This is an optimization exercise on Yosys and OpenROAD, whose aim is small area and a short achievable clock period, not a production implementation. Only simulation tests tie the RTL to the original design; equivalence was not proved. Power figures rest on the tool's default switching activity, not on a simulated workload.

==> flow/design.v, too long to show whole: its modules and the start of the top module <==
// module fir_filter: 878 lines
module fir_filter (
    input  logic        clk,
    input  logic        reset,
    input  logic [15:0] data_in,
    output logic [15:0] data_out
);
  // ...
==> flow/run.sh <==
#!/bin/bash
# synth_recipe.tcl (not shown) runs the flow's synth.tcl, then flattens the netlist and writes it again
# the make line also repeats each setting of config.mk as NAME=value (left out here)
make -C /OpenROAD-flow-scripts/flow DESIGN_CONFIG=/design/flow/config.mk WORK_HOME=/design/flow/orfs CLKGATE_MAP_FILE= SYNTH_SCRIPT=/design/flow/synth_recipe.tcl finish
==> flow/config.mk <==
export PLATFORM = sky130hd
export DESIGN_NAME = fir_filter
export DESIGN_NICKNAME = fir_filter
export VERILOG_FILES = /design/flow/design.v
export SDC_FILE = /design/flow/constraint.sdc
export NUM_CORES = 4
export LEC_CHECK = 0
export CAP_MARGIN = 20
export CORE_MARGIN = 2
export CORE_UTILIZATION = 40
export SLEW_MARGIN = 20
==> flow/constraint.sdc <==
create_clock -name core_clock -period 7.0 [get_ports {clk}]
set_input_delay 1.4000 -clock core_clock [delete_from_list [all_inputs] [get_ports {clk}]]
set_output_delay 1.4000 -clock core_clock [all_outputs]
set_load 0.01 [all_outputs]
==> results.yml, run 1 <==
critical_path:
  crit_buf_inv: 2
synth:
  synthAdderAreaFrac: 0.391
  netlist_instances: 1767
route:
  postRouteAntennaNets: 0
  dr.max_layer_used: "met4"
  vias_per_cell: 4.64
placement:
  place.gp.congestion: 0.929
  dp.cells: 2576
final_layout:
  largest_register: "x"
  finalNetCount: 2386
  buf_share: 0.0162
  area_dominant_class: "multi-input gates"
  largest_reg_flops: 144
  n_antenna_cell: 0
pwr:
  p_int_mw: 8.33
  power_top_consumer: "combinational cells"
  swShare: 0.420
  powerClk_mw: 2.40
timing:
  worst_pin_slew_ns: 0.925
  finalSetupViolCount: 0
die:
  start_util: 0.403
  coreArea_mm2: 0.0589
clocking:
  cts_buffers: 45
  clk_pin_slew_worst_paths_ns: 0.06
min_path:
  hp-class: "reg -> reg"
run_status:
  status: "complete, no violations"
==> run 2: changes to the inputs <==
--- a/flow/config.mk
+++ b/flow/config.mk
@@ -5,7 +5,9 @@
 export SDC_FILE = /design/flow/constraint.sdc
 export NUM_CORES = 4
 export LEC_CHECK = 0
+export ABC_CLOCK_PERIOD_IN_PS = 2500
 export CAP_MARGIN = 20
 export CORE_MARGIN = 2
 export CORE_UTILIZATION = 40
+export SETUP_SLACK_MARGIN = 4.3
 export SLEW_MARGIN = 20
==> run 2 against run 1 <==
Highest routed layer unchanged. Combinational power is about 10% higher. First-iteration DRC count increased by 24%. Worst hold slack improved by 0.0066 ns. Routed wire length grew 5.6%. Non-clock buffer count rose by 119. Via count increased by 5.4%. Count of clock-buffer cells in the layout is 4 lower. Largest power group unchanged. Register-to-register slack better by 0.39 ns. Clock power increased by 7%. Synthesized cell count did not move. Synthesized area did not move. Core utilization is 3.1 points higher.
==> results.yml, run 2 <==
run_status:
  status: "complete, no violations"
synth:
  synth_top_cell_area_share: 0.343
  syn-num-nets: 2301
  yosysMostFrequentCell: "inv_1"
  yosysSeqAreaShare: 0.425
  syn_area_mm2: 0.0238
  synth_top_area_cell: "dfrtp_1"
  ys.flop_type: "dfrtp_1"
  ys_seq_elements: 400
  synth_edf_count: 0
  synthTopCellsByArea: "dfrtp_1, fa_1, dfstp_2"
  async_reset_ff_frac: 1.00
  netlist_instances: 1767
  yosys.cell_types.count: 61
  synth_common_cells: "inv_1, fa_1, dfrtp_1, ha_1, dfstp_2"
  ys_warn_count: 2
  syn_avg_cell_area_um2: 13.4
final_layout:
  finalNetCount: 2505
  drive_above_1_share: 0.284
  area_delta_synth_final_pct: 20.0
  final_common_cell: "inv_1"
  design_area_mm2: 0.0285
  n_antenna_cell: 0
  final_cell_mix: "inv_1, fa_1, dfrtp_1"
  largest_reg_flops: 144
  largest_register: "x"
  final-instance-count-excl-fill: 2778
  reg_top3: "x x144, s0 x107, s1 x48"
  finalCoreUtilization: 0.484
critical_path:
  critPathKind: "reg -> reg"
  reg2reg_depth: 8
  crit_chain: "clkinvlp_4 > fa_1 > inv_2 > fa_1 > inv_1 > fa_1 > inv_2 > fa_2"
  crit_top_cell: "fa_1"
  setup.worst_path.start_class: "register"
  crit_arrival_ns: 3.38
  max_stage_delay_ns: 0.53
  slowest_stage: "fa_2"
  reg2reg_from: "p2[8]"
  crit_fanout: 3
  critical_path_required_ns: 7.50
  rrSetupSlack_ns: 4.12
  r2r_end: "s0[71]"
  endpoint_kind: "register"
die:
  start_util: 0.403
  boundaryPins: 34
  die_h_um: 248
  coreArea_mm2: 0.0589
  rows: 89
  die_x_um: 248
  dieArea_mm2: 0.0613
clocking:
  cts_buffer_depth: 3
  cts-htree-levels: 2
  cts_tree: "built"
  ctsRootBufferMaster: "clkbuf_16"
  insertion_delay_ns: 0.58
  clock-sinks: 400
  cts_hold_buf: 0
  clk_pin_slew_worst_paths_ns: 0.06
  cts_buffers: 44
global_route:
  overflow: 0
  grtUsageTotal: 0.197
  grt_pass1_vias: 14700
  grt_pass1_wl_um: 88700
  grt_start_max_net_pins: 173
  grt_antenna_before_repair: 0
timing:
  fin_worst_skew_ns: 0.0203
  fin_hold_ws_ns: 0.380
  finalSetupViolCount: 0
  timing.final.max_slew_violations: 0
  finalHoldViolCount: 0
  fmax_mhz: 348
  worst_pin_slew_ns: 0.898
  tns_ns: 0
  post-route-period-util: 0.411
  fin_crit_ns: 2.88
  rsz0062_at_grt: "yes"
  max-slew-margin-rel: 0.398
  timing.final.ws_setup_ns: 4.12
pwr:
  power_density_mw_per_mm2: 537
  p_total_mw: 15.3
  p_leak_nw: 13.3
  vdd_drop_max_mv: 0.232
min_path:
  hold_start: "x[5][5]"
  hp-class: "reg -> reg"
  min_to: "x[6][5]"
  whs_path_depth: 0
job:
  maxCapViolCount: 0
route:
  wl_per_cell_um: 20.6
  vias: 13000
  drt_iter0_drc: 746
  totalWireLength_um: 57200
  postRouteAntennaNets: 0
  dr.pass1.iters: 5
  vias_per_cell: 4.67
  drc_errors: 0
placement:
  placed_area_mm2: 0.0252
  dp.cells: 2576
  post-place-ws_ns: 3.19
  portBuffers: 33
  dp_hpwl_um: 45000
  place.gp.congestion: 0.925
==> run 2: cell counts after synthesis <==
Identical to the previous run, type by type.
==> run 2: timing repair <==
item / CTS / global route
pin swaps: 75 / 72
endpoints found under the setup margin: 281 / 203
resized for setup: 233 / 108
cloned: 1 / 1
setup buffers: 83 / 37
==> run 2: cells by family after synthesis <==
kind of cell | synth area share
adders and majority gates | 0.391
buffers and inverters | 0.0727
DFF | 0.425
AOI/OAI and AO/OA | 0.0563
and+or+nand+nor | 0.0239
xor gates and xnor gates | 0.0302
muxes | 0.000474
==> run 2: worst max path at each step <==
| stage | start | cells after the start | endpoint | slack (ns) |
|---|---|---|---|---|
| after floorplan | reset | 1 | data_out[0] | 0.27 |
| after global placement | data_in[0] | 10 | p0[10] | 3.23 |
| after detailed placement | data_in[0] | 10 | p0[10] | 3.19 |
| after CTS | p2[8] | 8 | s0[71] | 4.14 |
| after global routing | p3[7] | 8 | s0[71] | 4.06 |
| final | p2[8] | 8 | s0[71] | 4.12 |
==> run 2: critical path: cells and delay by family, from the launching register on <==
family | cells | cell delay [ns]
adder cells (fa/ha/maj) | 4 | 2.06
buffers and inverters | 4 | 0.31
flip-flops | 1 | 0.43
==> run 2: layout make-up <==
| class | count | area, um^2 |
|---|---|---|
| timing repair inverter | 1 | 5.00 |
| clock inverter | 24 | 368 |
| multi-input combinational | 907 | 12500 |
| inverter | 459 | 1780 |
| timing repair buffer | 158 | 1410 |
| tap | 773 | 967 |
| clock buffer | 56 | 1280 |
| fill | 5094 | 30400 |
| sequential | 400 | 10200 |
==> run 2: where the power goes <==
group / total [mW] / internal (mW) / switching, mW
Sequential: 3.91 / 3.45 / 0.461
Clock: 2.57 / 1.60 / 0.971
Combinational: 8.83 / 3.91 / 4.92
Total: 15.3 / 8.95 / 6.35
==> run 2: layer usage <==
layer  wire (um)  up-vias  GRT usage
li1            -     5789          -
met1       25500     6833      0.269
met2       27600      264      0.323
met3        2120      101     0.0251
met4        1980        0     0.0720
met5           0        -          0
==> run 3: changes to the inputs <==
--- a/flow/config.mk
+++ b/flow/config.mk
@@ -9,5 +9,4 @@
 export CAP_MARGIN = 20
 export CORE_MARGIN = 2
 export CORE_UTILIZATION = 40
-export SETUP_SLACK_MARGIN = 4.3
 export SLEW_MARGIN = 20
==> run 3 against run 2 <==
Routed wire length fell by 5.3%. Worst hold slack got worse by 0.0066 ns. Core utilization fell by 3.1 points. Via count fell by 5.1%. Synthesized area did not move. Critical path depth rose by 2. Critical path type is now in -> reg. Critical endpoint is now p0[10]. Highest routed layer unchanged.
==> results.yml, run 3 <==
die:
  boundaryPins: 34
  dieArea_mm2: 0.0613
  die_x_um: 248
  coreArea_mm2: 0.0589
  die_h_um: 248
  start_util: 0.403
  rows: 89
critical_path:
  r2r_end: "s0[71]"
  setup.worst_path.start_class: "primary input"
  crit_buf_inv: 2
  critPathLaunch: "data_in[0]"
  crit_fanout: 4
  rrSetupSlack_ns: 3.73
  crit_arrival_ns: 4.01
  endpoint_kind: "register"
  critical_path_required_ns: 7.45
  critical-path-top-delay-family: "compound AO/OA/AOI/OAI gates"
  max_stage_delay_ns: 0.45
  path_depth: 10
  reg2reg_from: "p4[9]"
  crit_chain: "clkdlybuf4s50_1 > ha_1 > fa_1 > a21o_1 > a21oi_1 > nor2b_1 > o22ai_1 > inv_1 > a41o_1 > xor2_1"
  slowest_stage: "o22ai_1"
  critPathKind: "in -> reg"
  crit_path_end: "p0[10]"
  reg2reg_depth: 7
final_layout:
  n_antenna_cell: 0
  final_cell_mix: "inv_1, fa_1, dfrtp_1"
  final_common_cell: "inv_1"
  largest_reg_flops: 144
  drive_above_1_share: 0.0923
  area_delta_synth_final_pct: 12.3
  largest_register: "x"
  reg_top3: "x x144, s0 x107, s1 x48"
  finalNetCount: 2386
pwr:
  p_total_mw: 14.4
  power_density_mw_per_mm2: 539
  p_leak_nw: 12.8
  vdd_drop_max_mv: 0.190
route:
  dr.pass1.iters: 4
  drt_iter0_drc: 602
  vias: 12300
  totalWireLength_um: 54200
  wl_per_cell_um: 20.4
  postRouteAntennaNets: 0
  drc_errors: 0
  vias_per_cell: 4.64
timing:
  tns_ns: 0
  post-route-period-util: 0.509
  finalHoldViolCount: 0
  fmax_mhz: 281
  rsz0062_at_grt: "no"
  finalSetupViolCount: 0
  fin_crit_ns: 3.56
  worst_pin_slew_ns: 0.925
  max-slew-margin-rel: 0.379
  timing.final.max_slew_violations: 0
  fin_worst_skew_ns: 0.0231
synth:
  synth-xor-area-share: 0.0302
  yosysMostFrequentCell: "inv_1"
  synthAdderAreaFrac: 0.391
  yosys.cell_types.count: 61
  synth_top_family_by_area: "adder cells"
  synth_top_cell_area_share: 0.343
  syn-num-nets: 2301
  yosysSeqAreaShare: 0.425
  synth_edf_count: 0
  ys_seq_elements: 400
  async_reset_ff_frac: 1.00
  synthTopCellsByArea: "dfrtp_1, fa_1, dfstp_2"
  ys_warn_count: 2
  syn_avg_cell_area_um2: 13.4
  synthSimpleGateAreaFrac: 0.0239
  netlist_instances: 1767
  synth_top_area_cell: "dfrtp_1"
  synth_common_cells: "inv_1, fa_1, dfrtp_1, ha_1, dfstp_2"
  synth-compound-area-share: 0.0563
  muxShareOfSynthArea: 0.000474
  syn_area_mm2: 0.0238
  ys.flop_type: "dfrtp_1"
clocking:
  ctsRootBufferMaster: "clkbuf_16"
  post-cts-setup-buffer-count: 0
  cts_buffer_depth: 3
  cts_tree: "built"
  cts_buffers: 45
  cts_hold_buf: 0
  insertion_delay_ns: 0.58
  clk_pin_slew_worst_paths_ns: 0.06
  cts-htree-levels: 2
  post_cts_resized: 0
  clock-sinks: 400
global_route:
  grt_pass1_wl_um: 85500
  grt_pass1_vias: 14200
  overflow: 0
  grt_start_max_net_pins: 200
  grtUsageTotal: 0.190
  grt_antenna_before_repair: 0
run_status:
  status: "complete, no violations"
placement:
  dp_hpwl_um: 44900
  portBuffers: 33
  place.gp.congestion: 0.929
min_path:
  hp-class: "reg -> reg"
job:
  maxCapViolCount: 0
## run 3: cell types whose count changed in the layout (fill, tap and decap cells not counted), sizes merged
cell,before,now
dlymetal6s2s,2,0
clkdlybuf4s15,2,0
clkdlybuf4s50,6,33
buf,126,6
clkinvlp,15,4
bufinv,8,4
dlygate4sd2,18,0
inv,450,461
## run 3: routing by layer
| metal | share of wire | GRT usage |
|---|---|---|
| met1 | 0.45 | 0.258 |
| met2 | 0.48 | 0.317 |
| met3 | 0.035 | 0.0310 |
| met4 | 0.028 | 0.0553 |
| met5 | 0 | 0 |
## run 3: area by class of cell
class,instances,area (um^2)
clock inverter,21,239
inverter,459,1730
fill,5255,32200
multi-input combinational,907,11900
tap,773,967
sequential,400,10100
clock buffer,60,1280
timing repair buffer,39,433
## run 3: how the worst min path moves through the flow
stage | slack (ns) | from | endpoint | depth (start not counted)
2_1_floorplan | 0.35 | s0[106] | s1[47] | 0
3_3_place_gp | 0.36 | x[5][10] | x[6][10] | 0
3_5_place_dp | 0.36 | x[4][14] | x[5][14] | 0
4_1_cts | 0.37 | x[5][10] | x[6][10] | 0
5_1_grt | 0.38 | x[5][11] | x[6][11] | 0
6_report | 0.37 | x[5][10] | x[6][10] | 0
## run 3: where the power goes
part           switching (mW)  leakage [nW]  total, mW  internal [mW]
registers               0.520          4.59       3.95           3.43
clock network           0.956         0.748       2.40           1.44
logic                    4.57          7.42       8.03           3.46
total                    6.04          12.8       14.4           8.33
## run 3: worst reg2reg max path: cells and delay by family, from the launching register on
family                     cells  cell delay, ns
DFF                            1            0.68
adders and majority gates      4            2.11
buffers and inverters          3            0.34
## run 3: per-stage QoR
step	util	instances	cell area (um^2)	hold slack, ns	setup slack (ns)
after floorplan	-	1767	23800	0.354	0.275
after global placement	0.426	2576	25100	0.362	2.88
after detailed placement	0.426	2576	25100	0.364	2.78
after CTS	0.452	2657	26600	0.374	3.39
after global routing	0.453	2659	26700	0.381	3.28
final	0.453	2659	26700	0.373	3.44
## run 3: logic make-up after synthesis
logic type	Yosys count
buf+inv	460
mux	1
simple gates	113
fa+ha+maj	517
flops	400
xor+xnor	82
compound gates	194
==> run 4: changes to the inputs <==
==> flow/flow/run.sh (new file) <==
#!/bin/bash
# Own layout flow: the standard ORFS flow (standard.sh), with two changes:
#  - after the standard synthesis (synth_recipe.tcl, unchanged) has written the
#    netlist, flow/fixinv.py removes the inverters Yosys leaves around full adders
#    (a full adder is self-dual, so complementing all its pins keeps its function);
#    registers are not touched;
#  - extra ORFS settings exported from flow/env.sh (port buffer cell etc.).
# Each tool's output goes to a log file in this folder (ORFS keeps its own per-step
# logs under orfs/logs).
set -euo pipefail
HERE=$(pwd)
cp synth_recipe.tcl my_synth.tcl
cat >> my_synth.tcl <<EOS
exec python3 $HERE/flow/fixinv.py \$::env(RESULTS_DIR)/1_2_yosys.v \$::env(RESULTS_DIR)/1_2_yosys.v 2> $HERE/fixinv.log
EOS
sed "s#SYNTH_SCRIPT=[^ ]*#SYNTH_SCRIPT=$HERE/my_synth.tcl#" standard.sh > my_standard.sh
if [[ -f flow/env.sh ]]; then source flow/env.sh; fi
bash my_standard.sh > flow_make.log 2>&1
==> flow/flow/env.sh (new file) <==
export BUFFER_PORTS_ARGS="-buffer_cell sky130_fd_sc_hd__buf_2"
==> flow/flow/fixinv.py (new file) <==
#!/usr/bin/env python3
"""Remove inverters around full adders in a flat gate-level netlist written by Yosys.
A full adder is self-dual: FA(~a,~b,~c) = (~sum, ~cout). Each full adder may be
'flipped' (its inputs and outputs complemented); flips are chosen greedily to
minimise the number of inverters, which are then rebuilt (one per net that needs
its complement)."""
import re, sys

INV = re.compile(r'sky130_fd_sc_hd__(inv|clkinv)_\d+$')
FA = re.compile(r'sky130_fd_sc_hd__fa_\d+$')
OUTPINS = {'Y', 'X', 'Q', 'Q_N', 'SUM', 'COUT', 'HI', 'LO'}

def esc(n):
    return n + ' ' if n.startswith('\\') else n

def main(src, dst):
    text = open(src).read()
    m = re.search(r'^\s*module\s', text, re.M)
    # split into statements inside the (single) module
    head_end = text.index(';', m.start()) + 1
    body_end = text.rindex('endmodule')
    head, body, tail = text[:head_end], text[head_end:body_end], text[body_end:]
    stmts = []
    i = 0
    # statements end with ';' ; escaped identifiers may contain anything but whitespace
    tok = re.compile(r'\\\S+\s|[^;\\]+|;|\\')
    cur = ''
    for t in tok.findall(body):
        cur += t
        if t == ';':
            stmts.append(cur); cur = ''
    rest = cur
    inst_re = re.compile(r'^\s*(\S+)\s+(\\\S+\s|\S+)\s*\((.*)\)\s*;\s*$', re.S)
    pin_re = re.compile(r'\.(\w+)\s*\(\s*(\\\S+\s|[^()\s]+(?:\s*\[\s*\d+\s*\])?)\s*\)')
    cells = []
    others = []
    for s in stmts:
        st = s.strip()
        mm = inst_re.match(st)
        if mm and not st.startswith(('wire', 'input', 'output', 'assign', 'reg')):
            typ, name, pins = mm.group(1), mm.group(2).strip(), mm.group(3)
            pl = [(p, n.strip()) for p, n in pin_re.findall(pins)]
            cells.append([typ, name, pl])
        else:
            others.append(s)
    norm = lambda n: re.sub(r'\s+', '', n) if not n.startswith('\\') else n
    # drivers
    drv = {}
    for ci, (typ, name, pl) in enumerate(cells):
        for p, n in pl:
            if p in OUTPINS: drv[norm(n)] = (ci, p)
    inv_cells = [ci for ci, c in enumerate(cells) if INV.match(c[0])]
    inv_set = set(inv_cells)
    # base + parity for every net
    memo = {}
    def base(n):
        n = norm(n)
        if n in memo: return memo[n]
        d = drv.get(n)
        if d and d[0] in inv_set:
            a = dict(cells[d[0]][2])['A']
            b, q = base(a)
            r = (b, q ^ 1)
        else:
            r = (n, 0)
        memo[n] = r
        return r
    fa_cells = [ci for ci, c in enumerate(cells) if FA.match(c[0])]
    fa_idx = {ci: k for k, ci in enumerate(fa_cells)}
    flip = [0] * len(fa_cells)
    # consumers of each base: list of (ci, pin, parity)
    cons = {}
    ports_out = set()
    for s in others:
        mo = re.match(r'\s*output\s+(?:\[(\d+):(\d+)\]\s*)?(\S+)\s*;', s)
        if mo:
            nm = mo.group(3)
            if mo.group(1):
                for k in range(int(mo.group(2)), int(mo.group(1)) + 1): ports_out.add(f"{nm}[{k}]")
            else: ports_out.add(nm)
    for ci, (typ, name, pl) in enumerate(cells):
        if ci in inv_set: continue
        for p, n in pl:
            if p in OUTPINS: continue
            b, q = base(n)
            cons.setdefault(b, []).append((ci, p, q))
    assigns = [s for s in others if s.strip().startswith('assign')]
    for s in assigns:
        ma = re.match(r'\s*assign\s+(.*?)\s*=\s*(.*?)\s*;', s, re.S)
        b, q = base(ma.group(2))
        cons.setdefault(b, []).append((-1, ma.group(1), q))
    for po in ports_out:
        n = norm(po)
        if n in drv and drv[n][0] in inv_set:
            sys.exit("output port driven by an inverter; not handled")
    # nets driven by inverters that feed output ports directly are not handled (checked above)
    def src_flip(b):
        d = drv.get(b)
        if d and d[0] in fa_idx: return flip[fa_idx[d[0]]]
        return 0
    def is_const(b):
        return b in ("1'h0", "1'h1", "1'b0", "1'b1")
    def net_cost(b):
        if is_const(b): return 0
        fs = src_flip(b)
        for ci, p, q in cons.get(b, []):
            fc = flip[fa_idx[ci]] if ci in fa_idx else 0
            if q ^ fc ^ fs: return 1
        return 0
    # nets touched by each FA
    fa_nets = {}
    for ci in fa_cells:
        ns = set()
        for p, n in cells[ci][2]:
            ns.add(base(n)[0])
        fa_nets[ci] = ns
    def total():
        return sum(net_cost(b) for b in cons)
    before = sum(1 for b in cons if any(q for _, _, q in cons[b]) and not is_const(b))
    improved = True
    it = 0
    while improved and it < 50:
        improved = False; it += 1
        for ci in fa_cells:
            k = fa_idx[ci]
            c0 = sum(net_cost(b) for b in fa_nets[ci])
            flip[k] ^= 1
            c1 = sum(net_cost(b) for b in fa_nets[ci])
            if c1 < c0: improved = True
            else: flip[k] ^= 1
    after = total()
    # rebuild
    newinv = {}
    ninv = 0
    def inv_of(b):
        nonlocal ninv
        if b not in newinv:
            ninv += 1
            newinv[b] = f"_fixinv_{ninv}_"
        return newinv[b]
    out_cells = []
    for ci, (typ, name, pl) in enumerate(cells):
        if ci in inv_set: continue
        fc = flip[fa_idx[ci]] if ci in fa_idx else 0
        npl = []
        for p, n in pl:
            if p in OUTPINS:
                npl.append((p, n)); continue
            b, q = base(n)
            need = q ^ fc ^ src_flip(b)
            if is_const(b):
                v = b[-1] == '1'
                val = v ^ (q ^ fc)
                npl.append((p, "1'h1" if val else "1'h0"))
            elif need:
                npl.append((p, inv_of(b)))
            else:
                npl.append((p, b))
        out_cells.append((typ, name, npl))
    new_assigns = []
    for s in assigns:
        ma = re.match(r'\s*assign\s+(.*?)\s*=\s*(.*?)\s*;', s, re.S)
        b, q = base(ma.group(2))
        need = q ^ src_flip(b)
        if is_const(b):
            v = (b[-1] == '1') ^ q
            new_assigns.append(f"  assign {ma.group(1)} = {'1' if v else '0'}'h{'1' if v else '0'};\n")
        else:
            new_assigns.append(f"  assign {ma.group(1)} = {inv_of(b) if need else esc(b)};\n")
    lines = [head]
    for s in others:
        if s.strip().startswith('assign'): continue
        lines.append(s)
    for b, w in newinv.items():
        lines.append(f"\n  wire {w};")
    k = 0
    for b, w in newinv.items():
        k += 1
        lines.append(f"\n  sky130_fd_sc_hd__inv_1 _fixinv_cell_{k}_ ( .A({esc(b)}), .Y({w}) );")
    for typ, name, pl in out_cells:
        lines.append(f"\n  {typ} {name} ( " + ", ".join(f".{p}({n if not n.startswith(chr(92)) else n + ' '})" for p, n in pl) + " );")
    lines.append("\n" + "".join(new_assigns))
    lines.append(rest)
    lines.append(tail)
    open(dst, 'w').write("".join(lines))
    sys.stderr.write(f"fixinv: {len(inv_cells)} inverters before, {len(newinv)} after, {sum(flip)} of {len(fa_cells)} full adders flipped\n")

main(sys.argv[1], sys.argv[2])
==> flow/standard.sh (new file) <==
#!/bin/bash
# synth_recipe.tcl (not shown) runs the flow's synth.tcl, then flattens the netlist and writes it again
# the make line also repeats each setting of config.mk as NAME=value (left out here)
make -C /OpenROAD-flow-scripts/flow DESIGN_CONFIG=/design/flow/config.mk WORK_HOME=/design/flow/orfs CLKGATE_MAP_FILE= SYNTH_SCRIPT=/design/flow/synth_recipe.tcl "${@:-finish}"
--- a/flow/config.mk
+++ b/flow/config.mk
@@ -5,8 +5,9 @@
 export SDC_FILE = /design/flow/constraint.sdc
 export NUM_CORES = 4
 export LEC_CHECK = 0
-export ABC_CLOCK_PERIOD_IN_PS = 2500
 export CAP_MARGIN = 20
 export CORE_MARGIN = 2
 export CORE_UTILIZATION = 40
+export CTS_BUF_LIST = sky130_fd_sc_hd__clkbuf_8
+export SETUP_SLACK_MARGIN = 4.3
 export SLEW_MARGIN = 20
removed: flow/run.sh
==> run 4 against run 3 <==
Final area hardly changed. Synthesized area down 4.3%. Synthesized cell count down 15%. Critical path depth is 4 lower. Critical path type is now reg -> reg.
==> results.yml, run 4 <==
synth:
  syn_area_mm2: 0.0227
  netlist_instances: 1498
  syn-num-nets: 2032
  syn_avg_cell_area_um2: 15.2
  ys_warn_count: 2
final_layout:
  area_delta_synth_final_pct: 17.3
  final-instance-count-excl-fill: 2495
  largest_reg_flops: 144
  design_area_mm2: 0.0267
  finalNetCount: 2216
  largest_register: "x"
  reg_top3: "x x144, s0 x107, s1 x48"
  final_common_cell: "fa_1"
  drive_above_1_share: 0.316
  final_cell_mix: "fa_1, dfrtp_1, inv_1"
die:
  boundaryPins: 34
  start_util: 0.404
  coreArea_mm2: 0.0563
  dieArea_mm2: 0.0588
  die_x_um: 242
  die_h_um: 242
  rows: 87
clocking:
  clk_pin_slew_worst_paths_ns: 0.06
  cts-htree-levels: 3
  cts_tree: "built"
  cts_buffers: 71
  insertion_delay_ns: 0.65
  cts_buffer_depth: 3
  clock-sinks: 400
  ctsRootBufferMaster: "clkbuf_8"
  cts_hold_buf: 0
timing:
  fmax_mhz: 362
  fin_worst_skew_ns: 0.0338
  rsz0062_at_grt: "yes"
  tns_ns: 0
  timing.final.ws_setup_ns: 4.24
  worst_pin_slew_ns: 0.971
  fin_crit_ns: 2.76
  finalSetupViolCount: 0
  max-slew-margin-rel: 0.353
  timing.final.max_slew_violations: 0
  finalHoldViolCount: 0
  post-route-period-util: 0.394
route:
  totalWireLength_um: 54100
  drt_iter0_drc: 638
  wl_per_cell_um: 21.7
  postRouteAntennaNets: 0
  vias_per_cell: 4.78
  drc_errors: 0
  vias: 11900
  dr.pass1.iters: 4
critical_path:
  crit_path_end: "s0[22]"
  r2r_end: "s0[22]"
  rrSetupSlack_ns: 4.24
  setup.worst_path.start_class: "register"
  critical_path_required_ns: 7.57
  crit_fanout: 3
  critPathLaunch: "p2[3]"
  crit_arrival_ns: 3.33
  reg2reg_depth: 6
  reg2reg_from: "p2[3]"
  critPathKind: "reg -> reg"
  endpoint_kind: "register"
placement:
  dp_hpwl_um: 43600
  placed_area_mm2: 0.0240
  post-place-ws_ns: 3.58
  dp.cells: 2289
  portBuffers: 33
  place.gp.congestion: 0.874
pwr:
  power_density_mw_per_mm2: 543
  vdd_drop_max_mv: 0.198
  power_frac_comb: 0.576
  clkPwrFrac: 0.152
  swShare: 0.409
  p_int_mw: 8.56
  p_total_mw: 14.5
  p_leak_nw: 11.6
  switching_power_mw: 5.93
  p_seq_frac: 0.272
global_route:
  grt_start_max_net_pins: 162
  grt_antenna_before_repair: 2
  overflow: 0
  grt_pass1_vias: 13900
  grtUsageTotal: 0.195
  grt_pass1_wl_um: 84800
job:
  maxCapViolCount: 0
min_path:
  hp-class: "reg -> reg"
run_status:
  status: "complete, no violations"
run 4: metrics by stage:
step,util,hold slack [ns]
detailed placement,0.426,0.366
global placement,0.426,0.364
CTS,0.468,0.377
floorplan,-,0.354
finish,0.474,0.376
global route,0.474,0.379
run 4: critical path: stages (launching register included):
cell     delay [ns]
dfrtp_2        0.47
buf_6          0.15
fa_2           0.60
fa_1           0.41
inv_1          0.09
fa_2           0.43
fa_2           0.53
run 4: power by group through the flow:
stage | Clock [mW] | Combinational [mW] | Sequential (mW)
after floorplan | 0 | 5.18 | 3.85
after detailed placement | 0 | 7.77 | 4.03
after global placement | 0 | 7.56 | 4.01
after global routing | 2.41 | 9.60 | 4.02
final | 2.21 | 8.35 | 3.94
after CTS | 2.29 | 8.22 | 3.95
run 4: per-layer routing:
| layer | GRT usage | part of all wire | vias up |
|---|---|---|---|
| met5 | 0 | 0.00024 | - |
| met4 | 0.0674 | 0.030 | 2 |
| met3 | 0.0335 | 0.040 | 103 |
| met2 | 0.315 | 0.48 | 255 |
| met1 | 0.269 | 0.45 | 6350 |
| li1 | - | - | 5226 |
run 4: worst min path at each step:
stage | slack, ns | endpoint | start | cells after the start
2_1_floorplan | 0.35 | s1[47] | s0[106] | 0
3_3_place_gp | 0.36 | x[3][13] | x[2][13] | 0
3_5_place_dp | 0.37 | x[3][13] | x[2][13] | 0
4_1_cts | 0.38 | x[3][12] | x[2][12] | 0
5_1_grt | 0.38 | x[3][12] | x[2][12] | 0
6_report | 0.38 | x[6][11] | x[5][11] | 0
run 4: area by class of cell:
| class | count | area (um^2) |
|---|---|---|
| repair buffers | 112 | 880 |
| multi-input cells | 907 | 12400 |
| clock buffers | 92 | 1270 |
| clock inverters | 37 | 230 |
| inverters | 190 | 773 |
| well taps | 756 | 946 |
| diodes | 1 | 2.50 |
| flip-flops and latches | 400 | 10200 |
| fillers | 4938 | 29600 |
run 4: repair_timing:
item / in CTS / in global routing
pin swaps: 41 / 63
setup endpoints to repair: 84 / 66
buffers inserted: 64 / 12
gates resized for setup: 163 / 87
==> run 5: changes to the inputs <==
--- a/flow/config.mk
+++ b/flow/config.mk
@@ -8,6 +8,6 @@
 export CAP_MARGIN = 20
 export CORE_MARGIN = 2
 export CORE_UTILIZATION = 40
-export CTS_BUF_LIST = sky130_fd_sc_hd__clkbuf_8
+export CTS_CLUSTER_SIZE = 30
 export SETUP_SLACK_MARGIN = 4.3
 export SLEW_MARGIN = 20
==> run 5 against run 4 <==
Clock skew is 0.018 ns lower. Die area stayed put. Final area is 0.42% lower. Cell count is 2.3% lower. Critical path type unchanged. Critical endpoint is now s0[71].
==> results.yml, run 5 <==
placement:
  place.gp.congestion: 0.874
  dp_hpwl_um: 43600
  portBuffers: 33
  placed_area_mm2: 0.0240
timing:
  worst_pin_slew_ns: 0.965
  max-slew-margin-rel: 0.356
  rsz0062_at_grt: "yes"
  finalSetupViolCount: 0
  fin_hold_ws_ns: 0.381
  fin_worst_skew_ns: 0.0160
  post-route-period-util: 0.393
  tns_ns: 0
  finalHoldViolCount: 0
  fmax_mhz: 363
  fin_crit_ns: 2.75
  timing.final.max_slew_violations: 0
die:
  coreArea_mm2: 0.0563
  dieArea_mm2: 0.0588
  die_x_um: 242
  die_h_um: 242
  boundaryPins: 34
  rows: 87
  start_util: 0.404
final_layout:
  finalNetCount: 2182
  final_common_cell: "fa_1"
  largest_reg_flops: 144
  area_delta_synth_final_pct: 16.8
  final_cell_mix: "fa_1, dfrtp_1, inv_1"
  drive_above_1_share: 0.290
  design_area_mm2: 0.0266
  fill_cells: 4891
  reg_top3: "x x144, s0 x107, s1 x48"
  largest_register: "x"
  n_antenna_cell: 0
min_path:
  whs_path_depth: 0
  hp-class: "reg -> reg"
clocking:
  cts_tree: "built"
  insertion_delay_ns: 0.57
  ctsRootBufferMaster: "clkbuf_16"
  cts_buffers: 43
  clock-sinks: 400
  cts_hold_buf: 0
  cts_buffer_depth: 3
  cts-htree-levels: 2
  clk_pin_slew_worst_paths_ns: 0.06
route:
  postRouteAntennaNets: 0
  totalWireLength_um: 53900
  dr.pass1.iters: 4
  drt_iter0_drc: 663
  drc_errors: 0
  vias: 11800
  vias_per_cell: 4.82
  wl_per_cell_um: 22.1
global_route:
  grt_pass1_wl_um: 84200
  grt_start_max_net_pins: 162
  grtUsageTotal: 0.193
  grt_antenna_before_repair: 1
  overflow: 0
  grt_pass1_vias: 13500
pwr:
  p_leak_nw: 11.5
  vdd_drop_max_mv: 0.195
  power_density_mw_per_mm2: 548
synth:
  syn_area_mm2: 0.0227
  syn-num-nets: 2032
  syn_avg_cell_area_um2: 15.2
  netlist_instances: 1498
  ys_warn_count: 2
critical_path:
  critPathKind: "reg -> reg"
  reg2reg_from: "p0[14]"
  rrSetupSlack_ns: 4.25
  crit_path_end: "s0[71]"
  critPathLaunch: "p0[14]"
  setup.worst_path.start_class: "register"
  critical_path_required_ns: 7.43
  crit_arrival_ns: 3.18
  crit_fanout: 4
  r2r_end: "s0[71]"
  endpoint_kind: "register"
  reg2reg_depth: 5
run_status:
  status: "complete, no violations"
job:
  maxCapViolCount: 0
-- run 5: area by class of cell --
class	count	area, um^2	share of cell area
clock buffers	54	1180	0.0443
clock inverters	24	323	0.0121
inverters	190	757	0.0285
multi-input cells	907	12400	0.466
flip-flops and latches	400	10200	0.383
well taps	756	946	0.0356
repair buffers	106	807	0.0304
-- run 5: critical path: stages, from the launching register on --
cell and delay (ns):
dfrtp_1 0.43, inv_1 0.20, fa_1 0.47, fa_1 0.53
fa_2 0.56, fa_1 0.41
-- run 5: metrics by stage --
step	setup WS (ns)	power, mW	instances	util
4_1_cts	4.24	14.6	2425	0.467
2_1_floorplan	0.275	9.04	1498	-
6_report	4.25	14.6	2437	0.472
3_3_place_gp	3.62	11.6	2289	0.426
3_5_place_dp	3.58	11.8	2289	0.426
5_1_grt	4.21	16.1	2437	0.472
-- run 5: how the worst min path moves through the flow --
| stage | start | endpoint | slack [ns] |
|---|---|---|---|
| 6_report | x[6][11] | x[7][11] | 0.38 |
| 3_3_place_gp | x[2][13] | x[3][13] | 0.36 |
| 3_5_place_dp | x[2][13] | x[3][13] | 0.37 |
| 2_1_floorplan | s0[106] | s1[47] | 0.35 |
| 4_1_cts | x[0][12] | x[1][12] | 0.38 |
| 5_1_grt | x[2][12] | x[3][12] | 0.39 |
-- run 5: repair_timing --
| item | 4_1_cts | 5_1_grt |
|---|---|---|
| endpoints found under the setup margin | 89 | 69 |
| pin swaps | 40 | 55 |
| resized for setup | 153 | 67 |
| setup buffers | 58 | 12 |
-- run 5: where the power goes --
part           internal [mW]  leakage [nW]  switching (mW)
clock network           1.46         0.728           0.944
logic                   3.81          6.21            4.42
registers               3.45          4.53           0.492
-- run 5: layer usage --
metal | part of all wire | up-vias | global-route usage | wire (um)
met3 | 0.041 | 105 | 0.0290 | 2230
met1 | 0.45 | 6271 | 0.273 | 24400
met4 | 0.029 | 2 | 0.0517 | 1570
met2 | 0.48 | 253 | 0.315 | 25700
met5 | 0.00024 | - | 0 | 13
li1 | - | 5127 | - | -
==> run 6: changes to the inputs <==
--- a/flow/config.mk
+++ b/flow/config.mk
@@ -8,6 +8,5 @@
 export CAP_MARGIN = 20
 export CORE_MARGIN = 2
 export CORE_UTILIZATION = 40
-export CTS_CLUSTER_SIZE = 30
 export SETUP_SLACK_MARGIN = 4.3
 export SLEW_MARGIN = 20
==> run 6 against run 5 <==
Sequential power about the same. Combinational power is essentially flat. Largest cell class unchanged. Final area is the same. Routed wire length unchanged.
==> results.yml, run 6 <==
route:
  drc_errors: 0
  dr.pass1.iters: 4
  vias: 11800
  wl_per_cell_um: 22.1
  vias_per_cell: 4.82
  drt_iter0_drc: 663
  postRouteAntennaNets: 0
  totalWireLength_um: 53900
clocking:
  cts_tree: "built"
  ctsRootBufferMaster: "clkbuf_16"
  cts_buffer_depth: 3
  clk_pin_slew_worst_paths_ns: 0.06
  cts_hold_buf: 0
  cts_buffers: 43
  cts-htree-levels: 2
  insertion_delay_ns: 0.57
  clock-sinks: 400
global_route:
  grt_start_max_net_pins: 162
  use_met2: 0.315
  grt_util_met3: 0.0290
  use_met1: 0.273
  busiest_layer: "met2"
  grtUsageTotal: 0.193
  grt_antenna_before_repair: 1
  overflow: 0
  grt_pass1_wl_um: 84200
  grt_pass1_vias: 13500
synth:
  syn_area_mm2: 0.0227
  syn_avg_cell_area_um2: 15.2
  ys_warn_count: 2
  netlist_instances: 1498
  syn-num-nets: 2032
critical_path:
  critical_path_required_ns: 7.43
  crit_chain: "inv_1 > fa_1 > fa_1 > fa_2 > fa_1"
  endpoint_kind: "register"
  crit_top_cell: "fa_1"
  setup.worst_path.start_class: "register"
  crit_arrival_ns: 3.18
  max_stage_delay_ns: 0.56
  critPathKind: "reg -> reg"
  slowest_stage: "fa_2"
  crit_fanout: 4
run_status:
  status: "complete, no violations"
job:
  maxCapViolCount: 0
placement:
  portBuffers: 33
  dp_hpwl_um: 43600
  dp.cells: 2289
  place.gp.congestion: 0.874
die:
  dieArea_mm2: 0.0588
  die_x_um: 242
  rows: 87
  die_h_um: 242
  start_util: 0.404
  coreArea_mm2: 0.0563
  boundaryPins: 34
timing:
  rsz0062_at_grt: "yes"
  fin_worst_skew_ns: 0.0160
  fin_hold_ws_ns: 0.381
  finalSetupViolCount: 0
  fmax_mhz: 363
  worst_pin_slew_ns: 0.965
  timing.final.max_slew_violations: 0
  max-slew-margin-rel: 0.356
  post-route-period-util: 0.393
  tns_ns: 0
  finalHoldViolCount: 0
  fin_crit_ns: 2.75
pwr:
  swShare: 0.402
  p_leak_nw: 11.5
  p_seq_frac: 0.270
  vdd_drop_max_mv: 0.195
  p_total_mw: 14.6
  power_density_mw_per_mm2: 548
  switching_power_mw: 5.86
  clkPwrFrac: 0.165
  p_int_mw: 8.71
  power_frac_comb: 0.565
final_layout:
  drive_above_1_share: 0.290
  largest_register: "x"
  area_delta_synth_final_pct: 16.8
  final_cell_mix: "fa_1, dfrtp_1, inv_1"
  reg_top3: "x x144, s0 x107, s1 x48"
  largest_reg_flops: 144
  final-instance-count-excl-fill: 2437
  n_antenna_cell: 0
  final_common_cell: "fa_1"
  finalCoreUtilization: 0.472
  finalNetCount: 2182
min_path:
  hp-class: "reg -> reg"
## run 6: cell counts in the layout (fill, tap and decap cells not counted)
No cell type changed its count.
## run 6: final cells by class
type                       count  area [um^2]
clock buffer                  54         1180
clock inverter                24          323
fill                        4891        29700
inverter                     190          757
multi-input combinational    907        12400
sequential                   400        10200
tap                          756          946
timing repair buffer         106          807
## run 6: critical path, delay by kind of cell, from the launching register on
family / cells / cell delay, ns
buffers and inverters: 1 / 0.20
adders and majority gates: 4 / 1.97
DFF: 1 / 0.43
## run 6: worst paths after layout
kind | from | endpoint | slack [ns] | cells after the start
worst max-delay path | p0[14] | s0[71] | 4.25 | 5
worst min register to register | x[6][11] | x[7][11] | 0.38 | 0
worst max register to register | p0[14] | s0[71] | 4.25 | 5
worst min-delay path | x[6][11] | x[7][11] | 0.38 | 0
min in group asynchronous | reset | p0[0] | 0.81 | 2
max in group asynchronous | reset | p3[7] | 4.94 | 3
## run 6: stage by stage
| step | cell area, um^2 | setup slack [ns] |
|---|---|---|
| after floorplan | 22800 | 0.275 |
| after global placement | 24000 | 3.62 |
| after detailed placement | 24000 | 3.58 |
| after CTS | 26300 | 4.24 |
| after global routing | 26600 | 4.21 |
| final | 26600 | 4.25 |
## run 6: what timing repair did
item                                    in CTS  in global routing
setup buffers                               58                 12
endpoints found under the setup margin      89                 69
gates resized for setup                    153                 67
pin swaps                                   40                 55
## run 6: metal layers
metal | vias up | wire length (um)
met4 | 2 | 1570
met3 | 105 | 2230
met2 | 253 | 25700
met5 | - | 13
met1 | 6271 | 24400
li1 | 5127 | -
## run 6: power by group through the flow
| stage | clock, mW | sequential [mW] | combinational (mW) |
|---|---|---|---|
| global placement | 0 | 4.01 | 7.56 |
| finish | 2.40 | 3.94 | 8.23 |
| CTS | 2.47 | 3.95 | 8.14 |
| global route | 2.57 | 4.02 | 9.49 |
| floorplan | 0 | 3.85 | 5.18 |
| detailed placement | 0 | 4.03 | 7.77 |

re-timing with driven ports:
The results above use ideal ports. As a check the final layouts listed here were re-extracted and re-timed, cells and wires unchanged.
Step 1 assumes that a clkbuf_16 drives the clock port and a buf_2 every other input.
Step 2 also shifts input and output timing later by t, the mid clock arrival at the registers, as if the neighbouring blocks saw the same clock.
Slacks: ideal ports / drivers / drivers and shift; pairs: ideal ports / drivers.
| run | shift t [ns] | setup slack, ns | worst register clock-pin slew, ns |
|---|---|---|---|
| run 1 | 0.627 | 3.440 / 3.480 / 2.853 | 0.06 / 0.06 |
| run 2 | 0.633 | 4.123 / 4.123 / 3.749 | 0.06 / 0.06 |
| run 3 | 0.627 | 3.440 / 3.480 / 2.853 | 0.06 / 0.06 |
| run 4 | 0.690 | 4.239 / 4.239 / 3.644 | 0.07 / 0.07 |
| run 5 | 0.623 | 4.246 / 4.246 / 3.710 | 0.07 / 0.07 |
| run 6 | 0.623 | 4.246 / 4.246 / 3.710 | 0.07 / 0.07 |
After both steps every run listed still meets setup and hold. For run 4, which loses most, drivers alone change the setup slack by 0.000 ns; drivers and shift together by -0.595 ns.
